This is an optimization exercise on Yosys and OpenROAD, whose aim is small area, not a production implementation.
Only simulation tests tie the RTL to the original design; equivalence was not proved.
Power is estimated from default activity; no workload was simulated.

== north ==
==> flow/design.v <==
`timescale 1ns / 1ps
module ClockDivider(
    input M_CLK,
    input RST,
    output ONE_CLK,
    output TWO_CLK,
    output FAST_CLK,
    output ADJ_CLK
    );
	LfsrDiv #(.N(17), .A(0), .B(2), .XN(1'b0),
		.T(17'd129250), .M(17'b11111110111111110)) one_div(
		.clk(M_CLK), .rst(RST), .pulse(ONE_CLK));
	LfsrDiv #(.N(16), .A(0), .B(13), .XN(1'b0),
		.T(16'd61664), .M(16'b1011110111111111)) two_div(
		.clk(M_CLK), .rst(RST), .pulse(TWO_CLK));
	LfsrDiv #(.N(8), .A(0), .B(3), .XN(1'b0),
		.T(8'd70), .M(8'b11110101)) fast_div(
		.clk(M_CLK), .rst(RST), .pulse(FAST_CLK));
	LfsrDiv #(.N(15), .A(0), .B(1), .XN(1'b0),
		.T(15'd23905), .M(15'b011111111001111)) adj_div(
		.clk(M_CLK), .rst(RST), .pulse(ADJ_CLK));
endmodule
module LfsrDiv #(
    parameter N = 8,
    parameter A = 0,
    parameter B = 1,
    parameter XN = 1'b0,
    parameter [N-1:0] T = 0,
    parameter [N-1:0] M = 0
    ) (
    input clk,
    input rst,
    output pulse
    );
	reg [N-1:0] r;
	reg p;
	wire tc = ((r ^ T) & M) == 0;
	wire clr = rst | tc;
	wire fb = r[A] ^ r[B] ^ XN;
	assign pulse = p;
	always @ (posedge clk)
	begin
		if (clr)
			r <= 0;
		else
			r <= {~fb, ~r[N-1:1]};
		p <= tc & ~rst;
	end
endmodule
`timescale 1ns / 1ps
module BtnDebouncer #(
    parameter HOLD = 1
    ) (
    input btnS,
	input clk,
	input en,
	input rst,
    output O
    );
	reg[2:0] 	step_d;
	reg			o;
	assign O = o;
	always @ (posedge clk)
		if (en)
			step_d[0] <= step_d[1];
	always @ (posedge clk)
		if (rst)
			step_d[2:1] <= 0;
		else if (en)
			step_d[2:1] <= {btnS, step_d[2]};
	generate
		if (HOLD)
		begin : held
			always @ (posedge clk)
				if (rst)
					o <= 0;
				else if (en)
					o <= ~step_d[0] & step_d[1];
		end
		else
		begin : pulse
			always @ (posedge clk)
				o <= en & ~step_d[0] & step_d[1] & ~rst;
		end
	endgenerate
endmodule
`timescale 1ns / 1ps
module SwitchDebouncer(
    input switch,
	input clk,
	input en,
	input rst,
    output O
    );
	reg[2:0] 	step_d;
	reg			o;
	assign O = o;
	always @ (posedge clk)
		if (en)
			step_d[0] <= step_d[1];
	always @ (posedge clk)
		if (rst)
		begin
			step_d[2:1] <= 0;
			o <= 0;
		end
		else if (en)
		begin
			step_d[2:1] <= {switch, step_d[2]};
			o <= step_d[0] & step_d[1];
		end
endmodule
`timescale 1ns / 1ps
module TimeToDisplay(
    input SEL,
    input ADJ,
    input ONE_CLK,
    input TWO_CLK,
    input ADJ_CLK,
	input M_CLK,
	input RST,
	input RESET,
    input PAUSE,
    output [3:0] MT,
    output [3:0] MO,
    output [3:0] ST,
    output [3:0] SO,
    output ADJ_MODE
    );
	reg[3:0] mt;
	reg[3:0] mo;
	reg[2:0] st;
	reg[3:0] so;
	reg adj_mode;
	reg is_paused;
	reg do_reset;
	assign MT = mt;
	assign MO = mo;
	assign ST = {1'b0, st};
	assign SO = so;
	assign ADJ_MODE = adj_mode;
	wire adj_tick = ADJ & TWO_CLK;
	wire run_tick = ~ADJ & ~is_paused & ONE_CLK;
	wire tick = adj_tick | run_tick;
	wire dr = do_reset | RESET;
	wire clr = RST | (tick & dr);
	wire inc_sec = ~dr & (run_tick | (adj_tick & SEL));
	wire so9 = so[3] & so[0];
	wire st5 = st[2] & st[0];
	wire mo9 = mo[3] & mo[0];
	wire mt9 = mt[3] & mt[0];
	wire inc_st = inc_sec & so9;
	wire inc_mo = (~dr & adj_tick & ~SEL) | (inc_st & st5);
	wire inc_mt = inc_mo & mo9;
	wire[3:0] so_t = {inc_sec & so[0] & (so[3] | (so[2] & so[1])),
	                  inc_sec & so[0] & so[1],
	                  inc_sec & so[0] & ~so[3],
	                  inc_sec};
	wire[2:0] st_t = {inc_st & st[0] & (st[2] | st[1]),
	                  inc_st & st[0] & ~st[2],
	                  inc_st};
	wire[3:0] mo_t = {inc_mo & mo[0] & (mo[3] | (mo[2] & mo[1])),
	                  inc_mo & mo[0] & mo[1],
	                  inc_mo & mo[0] & ~mo[3],
	                  inc_mo};
	wire[3:0] mt_t = {inc_mt & mt[0] & (mt[3] | (mt[2] & mt[1])),
	                  inc_mt & mt[0] & mt[1],
	                  inc_mt & mt[0] & ~mt[3],
	                  inc_mt};
	always @ (posedge M_CLK)
	begin
		so <= {4{~clr}} & (so ^ so_t);
		st <= {3{~clr}} & (st ^ st_t);
		mo <= {4{~clr}} & (mo ^ mo_t);
		mt <= {4{~clr}} & (mt ^ mt_t);
		if (RST)
			do_reset <= 0;
		else
			do_reset <= dr & ~tick;
	end
	always @ (posedge M_CLK)
		if (RST == 1)
			adj_mode <= 0;
		else if (ADJ_CLK == 1)
			adj_mode <= ~(ADJ & adj_mode);
	always @ (posedge M_CLK)
		if (RST == 1)
			is_paused <= 0;
		else if (PAUSE)
			is_paused <= ~is_paused;
endmodule
`timescale 1ns / 1ps
module DispTime(
    input M_CLK,
    input FAST_CLK,
    input RST,
    input EN,
    input [3:0] MT,
    input [3:0] MO,
	input [3:0] ST,
	input [3:0] SO,
    output [3:0] A,
    output [6:0] C
    );
	reg[1:0] digitIndex;	 
	reg[3:0] code;
	wire init = ~(code[3] & code[1] & ~code[0]);
	assign A[0] = ~init | (digitIndex != 2'd3);
	assign A[1] = init & (digitIndex != 2'd0);
	assign A[2] = init & (digitIndex != 2'd1);
	assign A[3] = init & (digitIndex != 2'd2);
	reg[3:0] digit;
	always @*
		case (digitIndex)
			2'd3: digit = MT;
			2'd2: digit = MO;
			2'd1: digit = ST;
			default: digit = SO;
		endcase
	always @ (posedge M_CLK)
		if (RST)
		begin
			digitIndex <= 0;
			code <= 4'd10;
		end
		else if (FAST_CLK)
		begin
			digitIndex <= digitIndex - 2'b1;
			code <= digit | {4{~EN}};
		end
	wire[3:0] q = code;
	assign C[0] = (q[2]&~q[1]&~q[0]) | (q[3]&q[2]) | (~q[3]&~q[2]&~q[1]&q[0]);
	assign C[1] = ~((~q[1]&~q[0]) | (~q[2]) | (~q[3]&q[1]&q[0]));
	assign C[2] = (q[3]&q[2]) | (~q[3]&~q[2]&q[1]&~q[0]);
	assign C[3] = (q[2]&~q[1]&~q[0]) | (q[2]&q[1]&q[0]) | (~q[3]&~q[2]&~q[1]&q[0]);
	assign C[4] = q[0] | (q[2]&~q[1]);
	assign C[5] = (q[1]&q[0]) | (~q[3]&~q[2]&q[0]) | (~q[3]&~q[2]&q[1]);
	assign C[6] = (q[2]&q[1]&q[0]) | (~q[3]&~q[2]&~q[1]);
endmodule
`timescale 1ns / 1ps
module Stopwatch(
    input sw6,  
    input sw7,  
    input btnR,  
    input btnS,  
    input clk,
    input rst,
    output [6:0] seg,
	output [3:0] an
    );
	wire one_clk;
	wire two_clk;
	wire fast_clk;
	wire adj_clk;
	wire sel;
	wire adj;
	wire reset;
	wire pause;
	SwitchDebouncer sel_db(
		.clk(clk),
		.en(fast_clk),
		.rst(rst),
		.switch(sw6),
		.O(sel)
	);
	SwitchDebouncer adj_db(
		.clk(clk),
		.en(fast_clk),
		.rst(rst),
		.switch(sw7),
		.O(adj)
	);
	BtnDebouncer reset_db(
		.clk(clk),
		.en(fast_clk),
		.rst(rst),
		.btnS(btnR),
		.O(reset)
	);
	BtnDebouncer #(.HOLD(0)) pause_db(
		.clk(clk),
		.en(fast_clk),
		.rst(rst),
		.btnS(btnS),
		.O(pause)
	);
	ClockDivider cd(
		.M_CLK(clk),
		.RST(rst),
		.ONE_CLK(one_clk),
		.TWO_CLK(two_clk),
		.FAST_CLK(fast_clk),
		.ADJ_CLK(adj_clk)
	);
	wire [3:0] mt;
	wire [3:0] mo;
	wire [3:0] st;
	wire [3:0] so;
	wire adj_mode;
	TimeToDisplay ttd(
		.SEL(sel),
		.ADJ(adj),
		.RESET(reset),
		.PAUSE(pause),
		.ONE_CLK(one_clk),
		.TWO_CLK(two_clk),
		.ADJ_CLK(adj_clk),
		.M_CLK(clk),
		.RST(rst),
		.MT(mt),
		.MO(mo),
		.ST(st),
		.SO(so),
		.ADJ_MODE(adj_mode)
	);
	DispTime dt(
		.M_CLK(clk),
		.FAST_CLK(fast_clk),
		.RST(rst),
		.EN(adj_mode),
		.MT(mt),
		.MO(mo),
		.ST(st),
		.SO(so),
		.A(an),
		.C(seg)
	);
endmodule
export LEC_CHECK = 0
export ABC_AREA = 1
export CAP_MARGIN = 20
export CORE_MARGIN = 2
export CORE_UTILIZATION = 65
export PLACE_DENSITY = 0.8
export SLEW_MARGIN = 20
create_clock -name core_clock -period 10.0 [get_ports {clk}]
standard.sh (not shown) runs the stock make flow with config.mk's settings and CLKGATE_MAP_FILE= SYNTH_SCRIPT=/design/flow/synth_recipe.tcl, a recipe that flattens the netlist after the stock synthesis.
==> flow/flow/run.sh <==
#!/bin/bash
# The standard layout, with the smallest buffer on the ports and the
# resizer's power recovery (downsizing off the critical paths) after CTS.
export BUFFER_PORTS_ARGS="-buffer_cell sky130_fd_sc_hd__buf_1"
export RECOVER_POWER=100
bash standard.sh > standard.log 2>&1
### north -> south
--- a/flow/design.v
+++ b/flow/design.v
@@ -199,36 +199,29 @@
     input [3:0] MO,
 	input [3:0] ST,
 	input [3:0] SO,
     output [3:0] A,
     output [6:0] C
     );
-	reg[1:0] digitIndex;	 
+	reg[1:0] g;
 	reg[3:0] code;
 	wire init = ~(code[3] & code[1] & ~code[0]);
-	assign A[0] = ~init | (digitIndex != 2'd3);
-	assign A[1] = init & (digitIndex != 2'd0);
-	assign A[2] = init & (digitIndex != 2'd1);
-	assign A[3] = init & (digitIndex != 2'd2);
-	reg[3:0] digit;
-	always @*
-		case (digitIndex)
-			2'd3: digit = MT;
-			2'd2: digit = MO;
-			2'd1: digit = ST;
-			default: digit = SO;
-		endcase
+	assign A[0] = ~init | g[1] | ~g[0];
+	assign A[1] = init & (g[1] | g[0]);
+	assign A[2] = init & ~(g[1] & ~g[0]);
+	assign A[3] = init & ~(g[1] & g[0]);
+	wire[3:0] digit = g[1] ? (g[0] ? MO : ST) : (g[0] ? MT : SO);
 	always @ (posedge M_CLK)
 		if (RST)
 		begin
-			digitIndex <= 0;
+			g <= 2'b00;
 			code <= 4'd10;
 		end
 		else if (FAST_CLK)
 		begin
-			digitIndex <= digitIndex - 2'b1;
+			g <= {g[0], ~g[1]};
 			code <= digit | {4{~EN}};
 		end
 	wire[3:0] q = code;
 	assign C[0] = (q[2]&~q[1]&~q[0]) | (q[3]&q[2]) | (~q[3]&~q[2]&~q[1]&q[0]);
 	assign C[1] = ~((~q[1]&~q[0]) | (~q[2]) | (~q[3]&q[1]&q[0]));
 	assign C[2] = (q[3]&q[2]) | (~q[3]&~q[2]&q[1]&~q[0]);
### Flow results
- north reached the final stage; the timing, DRC and antenna checks on its layout passed.
- Looking at the reports, south completed the entire flow and the layout it produced met the timing, DRC and antenna checks.
- In terms of combinational power, north and south differ only marginally.
- Leakage component of the power essentially unchanged between south and north.
- Route | south vs north | wire shorter in south
- The number of hold buffers added after cts was comparable across south and north.
- Summary — amount of wire on met2 after detailed routing, south relative to north: lower, by 3.1%.
- south ended up with a lower post-DP HPWL than north did.
- Sequential cell area: north vs south identical
- Overall power of the completed layout of south exceeds that of north by a few percent.
- Number of unique standard cell types used by synthesis delta for south relative to north: 3 higher
- Proportion of power drawn by combinational gates: south vs north, no meaningful difference
- Setup WNS north -> south: worse
- Summary of the comparison: worst slack on hold paths is higher in south, relative to north.
- south against north: design area lower, clock network area share now larger.

==> static timing again, ports no longer ideal <==
How much do the figures lean on ideal ports? The routed layouts below were timed once more, with nothing changed but the port constraints.
Step 1 (the two cells are an assumption about what drives the block):
set clk [get_ports {clk}]
set_driving_cell -lib_cell sky130_fd_sc_hd__clkbuf_16 $clk
set_driving_cell -lib_cell sky130_fd_sc_hd__buf_2 [delete_from_list [all_inputs] $clk]
Step 2 adds t to the input delays and takes it off the output delays; t is the mean of the earliest and latest rising clock arrival at the registers after step 1. Input paths then give back, and output paths get back, about the clock's delay inside the block.
Slacks: ideal / step 1 / step 2; pairs: ideal / step 1.
run | t (ns) | slack for setup (ns) | worst slew at a driven data input, ns
north | 0.384 | 6.266 / 6.265 / 5.881 | 0.03
south | 0.388 | 6.260 / 6.263 / 5.875 | 0.03
After both steps every run listed still meets setup and hold.
